From an optimization exercise on the open Yosys and OpenROAD flow, aimed at small area; shortcuts taken in it are not production practice. Function was checked by simulation only, so behaviour that the tests miss may differ from the original. No activity file was given, so power comes from the tool's default toggle rates.

## mycpu_top
module mycpu_top(
    input clk,
    input resetn,
    input int_in, 
    output inst_sram_en,
    output [3:0] inst_sram_wen,
    output [31:0] inst_sram_addr,
    output [31:0] inst_sram_wdata,
    input  [31:0] inst_sram_rdata,
    output data_sram_en,
    output [3:0]data_sram_wen,
    output [31:0]data_sram_addr,
    output [31:0]data_sram_wdata,
    input  [31:0]data_sram_rdata,
    output [31:0]debug_wb_pc,
    output [3:0] debug_wb_rf_wen,
    output [4:0] debug_wb_rf_wnum,
    output [31:0]debug_wb_rf_wdata,
    output over
    );
wire rst = ~resetn;
function [29:0] inc30(input [29:0] a);
    integer i, j;
    reg [5:0] bc;
    reg c;
    begin
        bc[0] = 1'b1;
        for (j = 1; j < 6; j = j + 1)
            bc[j] = bc[j-1] & (&a[5*(j-1) +: 5]);
        for (i = 0; i < 30; i = i + 1) begin
            c = bc[i/5];
            for (j = 5 * (i / 5); j < i; j = j + 1)
                c = c & a[j];
            inc30[i] = a[i] ^ c;
        end
    end
endfunction
function [29:0] addsx(input [29:0] a, input [15:0] b);
    integer i;
    reg c, s;
    begin
        c = 1'b0;
        for (i = 0; i < 16; i = i + 1) begin
            addsx[i] = a[i] ^ b[i] ^ c;
            c = (a[i] & b[i]) | (a[i] & c) | (b[i] & c);
        end
        s = b[15];
        c = c ^ s;
        for (i = 16; i < 30; i = i + 1) begin
            addsx[i] = a[i] ^ c;
            c = (a[i] ^ s) & c;
        end
    end
endfunction
function [29:0] add30(input [29:0] a, input [29:0] b);
    integer i;
    reg c;
    begin
        c = 1'b0;
        for (i = 0; i < 30; i = i + 1) begin
            add30[i] = a[i] ^ b[i] ^ c;
            c = (a[i] & b[i]) | (a[i] & c) | (b[i] & c);
        end
    end
endfunction
assign inst_sram_en    = 1'b1;
assign inst_sram_wen   = 4'b0000;
assign inst_sram_wdata = 32'b0;
  ...
For scale: about 4,300 cells after synthesis, roughly 1,400 flip-flops, about 60,000 um2 of cells after synthesis.
Settings: LEC_CHECK=0, CAP_MARGIN=20, CORE_MARGIN=2, CORE_UTILIZATION=30, SLEW_MARGIN=20; clock period 11.0 ns.
standard.sh (not shown) runs the stock make flow with config.mk's settings and CLKGATE_MAP_FILE= SYNTH_SCRIPT=/design/flow/synth_recipe.tcl, a recipe that flattens the netlist after the stock synthesis.
==> flow/flow/run.sh <==
#!/bin/bash
# Standard ORFS layout (the standard.sh, unchanged synthesis), with two
# knobs the flow settings do not reach:
#  - port buffers use the smallest buffer cell instead of clkdlybuf4s50_1;
#  - clock tree sink clusters of up to 30 flops within 60 um, no dummy loads.
set -euo pipefail
export BUFFER_PORTS_ARGS="-buffer_cell sky130_fd_sc_hd__buf_1"
export CTS_ARGS="-sink_clustering_enable -repair_clock_nets -sink_clustering_size 30 -sink_clustering_max_diameter 60 -dont_use_dummy_load"
bash standard.sh > standard_flow.log 2>&1
Next try:
==> flow/run.sh (new file) <==
#!/bin/bash
# synth_recipe.tcl (not shown) runs the flow's synth.tcl, then flattens the netlist and writes it again
# the make line also repeats each setting of config.mk as NAME=value (left out here)
make -C /OpenROAD-flow-scripts/flow DESIGN_CONFIG=/design/flow/config.mk WORK_HOME=/design/flow/orfs CLKGATE_MAP_FILE= SYNTH_SCRIPT=/design/flow/synth_recipe.tcl finish
- CTS_CLUSTER_DIAMETER: default -> 60
- CTS_CLUSTER_SIZE: default -> 30
removed: flow/flow/run.sh
removed: flow/standard.sh
Outcome:
- worst setup slack gets better by 0.011 ns
- final area went up by a few percent
- final cell count rose slightly
- non-clock buffer count shrinks by 14
- sequential power barely changes
- count of clock-buffer cells in the layout stays the same
- power came out higher by a little under a tenth
- clock power grows by about a fifth
- routed wire length stays flat

* * *

Another version of the RTL of mycpu_top (not shown whole).
Size in the first run: ~1400 flip-flops, about 280 I/O pins.
clock: 11.0 ns
lec_check: 0
cap_margin: 20
core_margin: 2
core_utilization: 30
slew_margin: 20
==> flow/flow/run.sh <==
#!/bin/bash
# Standard ORFS layout (the standard.sh, unchanged synthesis), with two
# knobs the flow settings do not reach:
#  - port buffers use the smallest buffer cell instead of clkdlybuf4s50_1;
#  - clock tree sink clusters of up to 30 flops within 60 um, no dummy loads.
set -euo pipefail
export BUFFER_PORTS_ARGS="-buffer_cell sky130_fd_sc_hd__buf_1"
export CTS_ARGS="-sink_clustering_enable -repair_clock_nets -sink_clustering_size 30 -sink_clustering_max_diameter 60 -dont_use_dummy_load"
bash standard.sh > standard_flow.log 2>&1
The first run completed and failed the layout checks on antenna rules.
Edit:
--- a/flow/flow/run.sh
+++ b/flow/flow/run.sh
@@ -2 +2 @@
-# Standard ORFS layout (the standard.sh, unchanged synthesis), with two
+# Standard ORFS layout (the standard.sh and synthesis script), with three
@@ -3,0 +4,3 @@
+#  - Yosys's ABC pass maps the logic with an area-oriented script
+#    (flow/abc_map.script: one &nf mapping with the delay relaxed) instead
+#    of ORFS's five-round delay-oriented one; registers are untouched;
@@ -6,0 +10,5 @@
+work=$(pwd)
+rm -rf "$work/orfs_scripts"
+cp -r "$FLOW_HOME/scripts" "$work/orfs_scripts"
+cp "$work/flow/abc_map.script" "$work/orfs_scripts/abc_speed.script"
+export SCRIPTS_DIR="$work/orfs_scripts"
==> flow/flow/abc_map.script (new file) <==
&get -n
&st
&syn2
&dch -f
&nf -R 1000
&put
buffer -c
topo
stime -c
upsize -c
dnsize -c
What happened:
- This time the run ran to the end with no violations
- sequential power hardly moves
- via count went down by about 8%
- non-clock buffer count went up by 4
- clock skew went down by 0.034 ns
- global-route usage went down by 3.6 points
- die area went down by 3.8%
- wire length went down by 19%
- utilization barely changes

* * *

mycpu_top, a different RTL version from the one above (not shown whole).
Size: roughly 4100 cells after synthesis, about 1400 flip-flops, about 280 I/O pins, roughly 56000 um2 of cells after synthesis.
## mycpu_top
module mycpu_top(
    input clk,
    input resetn,
    input int_in, 
    output inst_sram_en,
    output [3:0] inst_sram_wen,
    output [31:0] inst_sram_addr,
    output [31:0] inst_sram_wdata,
    input  [31:0] inst_sram_rdata,
    output data_sram_en,
    output [3:0]data_sram_wen,
    output [31:0]data_sram_addr,
    output [31:0]data_sram_wdata,
    input  [31:0]data_sram_rdata,
    output [31:0]debug_wb_pc,
    output [3:0] debug_wb_rf_wen,
    output [4:0] debug_wb_rf_wnum,
    output [31:0]debug_wb_rf_wdata,
    output over
    );
clock: 11.0 ns
lec_check: 0
cap_margin: 20
core_margin: 2
core_utilization: 45
place_density: 0.65
slew_margin: 20
==> flow/flow/run.sh <==
#!/bin/bash
# Standard ORFS layout (the standard.sh and synthesis script), with three
# knobs the flow settings do not reach:
#  - Yosys's ABC pass maps the logic with an area-oriented script
#    (flow/abc_map.script: one &nf mapping with the delay relaxed, cells
#    only sized down) instead
#    of ORFS's five-round delay-oriented one; registers are untouched;
#  - port buffers use the smallest buffer cell instead of clkdlybuf4s50_1;
#  - clock tree sink clusters of up to 30 flops within 70 um, no dummy loads.
# If the routed layout still has an antenna violation or routing DRC, the
# layout is redone at a slightly different core utilization (45% first).
set -uo pipefail
work=$(pwd)
rm -rf "$work/orfs_scripts"
cp -r "$FLOW_HOME/scripts" "$work/orfs_scripts"
cp "$work/flow/abc_map.script" "$work/orfs_scripts/abc_speed.script"
export SCRIPTS_DIR="$work/orfs_scripts"
export BUFFER_PORTS_ARGS="-buffer_cell sky130_fd_sc_hd__buf_1"
export CTS_ARGS="-sink_clustering_enable -repair_clock_nets -sink_clustering_size 30 -sink_clustering_max_diameter 70 -dont_use_dummy_load"

layout_ok() {
    local res=orfs/results/sky130hd/mycpu_top/base
    [[ -f $res/6_final.odb && -f out/final.def ]] || return 1
    openroad -no_init -exit flow/check.tcl > "check_$1.log" 2>&1 || return 1
    grep -q "^ANT 0$" "check_$1.log" || return 1
    # the detailed router's own final violation count
    local last
    last=$(grep "Number of violations" orfs/logs/sky130hd/mycpu_top/base/5_2_route.log | tail -n 1)
    [[ -z "$last" || "$last" == *"= 0."* ]]
}

bash standard.sh > standard_flow.log 2>&1
if layout_ok first; then exit 0; fi
for u in 40 50; do
    mv orfs "orfs_before_u$u"
    rm -f out/final.def
    bash standard.sh "CORE_UTILIZATION=$u" finish > "standard_flow_u$u.log" 2>&1
    if layout_ok "u$u"; then exit 0; fi
done
exit 0
==> flow/flow/abc_map.script <==
&get -n
&st
&syn2
&dch -f
&nf -R 1000
&put
buffer -c
topo
stime -c
dnsize -c
==> flow/flow/check.tcl <==
# Count antenna violations on the finished layout.
read_db orfs/results/sky130hd/mycpu_top/base/6_final.odb
puts "ANT [check_antennas]"
Edit:
--- a/flow/flow/run.sh
+++ b/flow/flow/run.sh
@@ -4,4 +4,3 @@
 #  - Yosys's ABC pass maps the logic with an area-oriented script
-#    (flow/abc_map.script: one &nf mapping with the delay relaxed, cells
-#    only sized down) instead
+#    (flow/abc_map.script: one &nf mapping with the delay relaxed) instead
 #    of ORFS's five-round delay-oriented one; registers are untouched;
==> flow/flow/abc_map.script (replaced) <==
&get -n
&st
&syn2
&dch -f
&nf -R 1000
&put
buffer -c
topo
stime -c
upsize -c
dnsize -c
Effect: The new run passed the timing, design-rule and antenna checks; register-to-register slack gets worse by 0.04 ns; non-clock buffer count climbs by 7; sequential cell count stays the same; global-route usage climbs by 0.49 points; worst hold slack barely changes; clock skew climbs by 0.019 ns; routed wire length climbs slightly; via count hardly moves; synthesized cell count stays the same.
